What follows belongs to an exercise in optimizing a design on an open flow for small area; a production flow would make more cautious choices. In this exercise RTL edits were held to simulation tests only and were not proved equivalent to the original. Power is estimated from default activity; no workload was simulated.

Setup of birch:
==> flow/design.v (excerpt) <==
module rgb2gray_uhd_4ppc
(
    input [95:0] VIDEO_IN_tdata,
    input VIDEO_IN_tlast,
    output VIDEO_IN_tready,
    input VIDEO_IN_tuser,
    input VIDEO_IN_tvalid,
    input s_axis_video_aclk,
    output [31:0] VIDEO_OUT_tdata,
    output VIDEO_OUT_tlast,
    input VIDEO_OUT_tready,
    output VIDEO_OUT_tuser,
    output VIDEO_OUT_tvalid
);
Size in the first run: about 670 cells after synthesis, ~270 flip-flops.
clock: 4.0 ns
lec_check: 0
cap_margin: 20
core_margin: 2
core_utilization: 40
cts_buf_list: sky130_fd_sc_hd__clkbuf_16
cts_cluster_diameter: 80
cts_cluster_size: 25
gpl_timing_driven: 0
slew_margin: 20
synth_hierarchical: 1
standard.sh (not shown) runs the stock make flow with config.mk's settings and CLKGATE_MAP_FILE= SYNTH_SCRIPT=/design/flow/synth_recipe.tcl, a recipe that flattens the netlist after the stock synthesis.
==> flow/flow/run.sh <==
#!/bin/bash
# Standard layout, with plain buf_1 cells as the port buffers and a clock tree
# without dummy loads.
set -euo pipefail
export BUFFER_PORTS_ARGS="-buffer_cell sky130_fd_sc_hd__buf_1"
export CTS_ARGS="-sink_clustering_enable -repair_clock_nets -sink_clustering_size 25 -sink_clustering_max_diameter 80 -buf_list sky130_fd_sc_hd__clkbuf_16 -dont_use_dummy_load"
bash standard.sh > standard.log 2>&1
birch: done, clean on timing, DRC and antenna
Modified inputs, oak compared to birch
-- flow/design.v --
<<< birch, line 392
        assign lc[0] = 1'b0;
        assign lc[1] = (a[0] & b[0]) | (lc[0] & (a[0] | b[0]));
        assign lc[2] = (c[0] & hs121) | (lc[1] & (c[0] | hs121));
        assign lc[3] = (hc122 & fs123) | (lc[2] & (hc122 | fs123));
        assign lc[4] = (fc124 & fs125) | (lc[3] & (fc124 | fs125));
        assign lc[5] = (fc126 & fs127) | (lc[4] & (fc126 | fs127));
        assign lc[6] = (fc128 & fs129) | (lc[5] & (fc128 | fs129));
        assign lc[7] = (fc130 & fs131) | (lc[6] & (fc130 | fs131));
        assign lc[8] = (fc132 & fs133) | (lc[7] & (fc132 | fs133));
>>> oak, line 392
        assign lc[0] = 1'b0;
        assign lc[1] = (a[0] & b[0]) | (lc[0] & (a[0] | b[0]));
        rg_maj m1 (.a(c[0]), .b(hs121), .c(lc[1]), .y(lc[2]));
        rg_maj m2 (.a(hc122), .b(fs123), .c(lc[2]), .y(lc[3]));
        rg_maj m3 (.a(fc124), .b(fs125), .c(lc[3]), .y(lc[4]));
        rg_maj m4 (.a(fc126), .b(fs127), .c(lc[4]), .y(lc[5]));
        rg_maj m5 (.a(fc128), .b(fs129), .c(lc[5]), .y(lc[6]));
        assign lc[7] = (fc130 & fs131) | (lc[6] & (fc130 | fs131));
        assign lc[8] = (fc132 & fs133) | (lc[7] & (fc132 | fs133));
<<< birch, line 435
assign co = (a & b) | (a & c) | (b & c);
endmodule
module rg_ha (input a, input b, output s, output co);
assign s = a ^ b;
>>> oak, line 435
assign co = (a & b) | (a & c) | (b & c);
endmodule
module rg_maj (input a, input b, input c, output y);
assign y = (a & b) | (a & c) | (b & c);
endmodule
module rg_ha (input a, input b, output s, output co);
assign s = a ^ b;
==> run summary <==
- Compared with birch, oak shows final design instance area without fill lower by 0.59%.
- birch has higher via count of the first global-routing pass than oak.
- In the metrics for birch and oak, the one carrying the lower routed wire length is oak.
- oak: number of different library cells in the post-synthesis netlist 16 below birch
- birch -> oak: routed wire length on met3 decreased by a few percent
- Relative to birch, the die extent in x measured on oak has decreased slightly.
- Changes observed in oak relative to birch: final critical-path share of the clock period moved down; area of the mapped netlist moved down.
- Re combinational power: birch and oak aren't equal, and the lower value belongs to oak.
- Taking birch as the reference point, the via count of oak falls by 6.4%.
- Comparing birch and oak, the lower number of vias per cell was measured on oak.
- birch and oak ended up with nearly the same number of fill cells in the layout.
- On starting density of the core, birch and oak are neck and neck.
- The maximum frequency in oak was higher than what birch gave.

==> static timing again, ports no longer ideal <==
No port has a modelled driver above. Below, the same layouts with a new extraction and two added sets of constraints. Step 1: set_driving_cell puts a clkbuf_16 on s_axis_video_aclk and a buf_2 on each other input, an assumption about the parent block. Step 2 adds t to the input delays and takes it off the output delays; t is the mean of the earliest and latest rising clock arrival at the registers after step 1. Input paths then give back, and output paths get back, about the clock's delay inside the block. a / b / c = ideal ports / drivers / drivers and shift; a / b = the first two.
run	shift t [ns]	setup WS [ns]	slew at the worst register clock pin (ns)	worst slew at a driven data input, ns
birch	0.507	0.337 / 0.355 / -0.152	0.09 / 0.09	0.07
oak	0.500	0.657 / 0.679 / 0.178	0.09 / 0.09	0.08
Met with ideal ports but missed after step 2: setup timing in birch. The setup slack of birch, which loses most, moves by +0.018 ns with the drivers and by -0.489 ns with both steps.
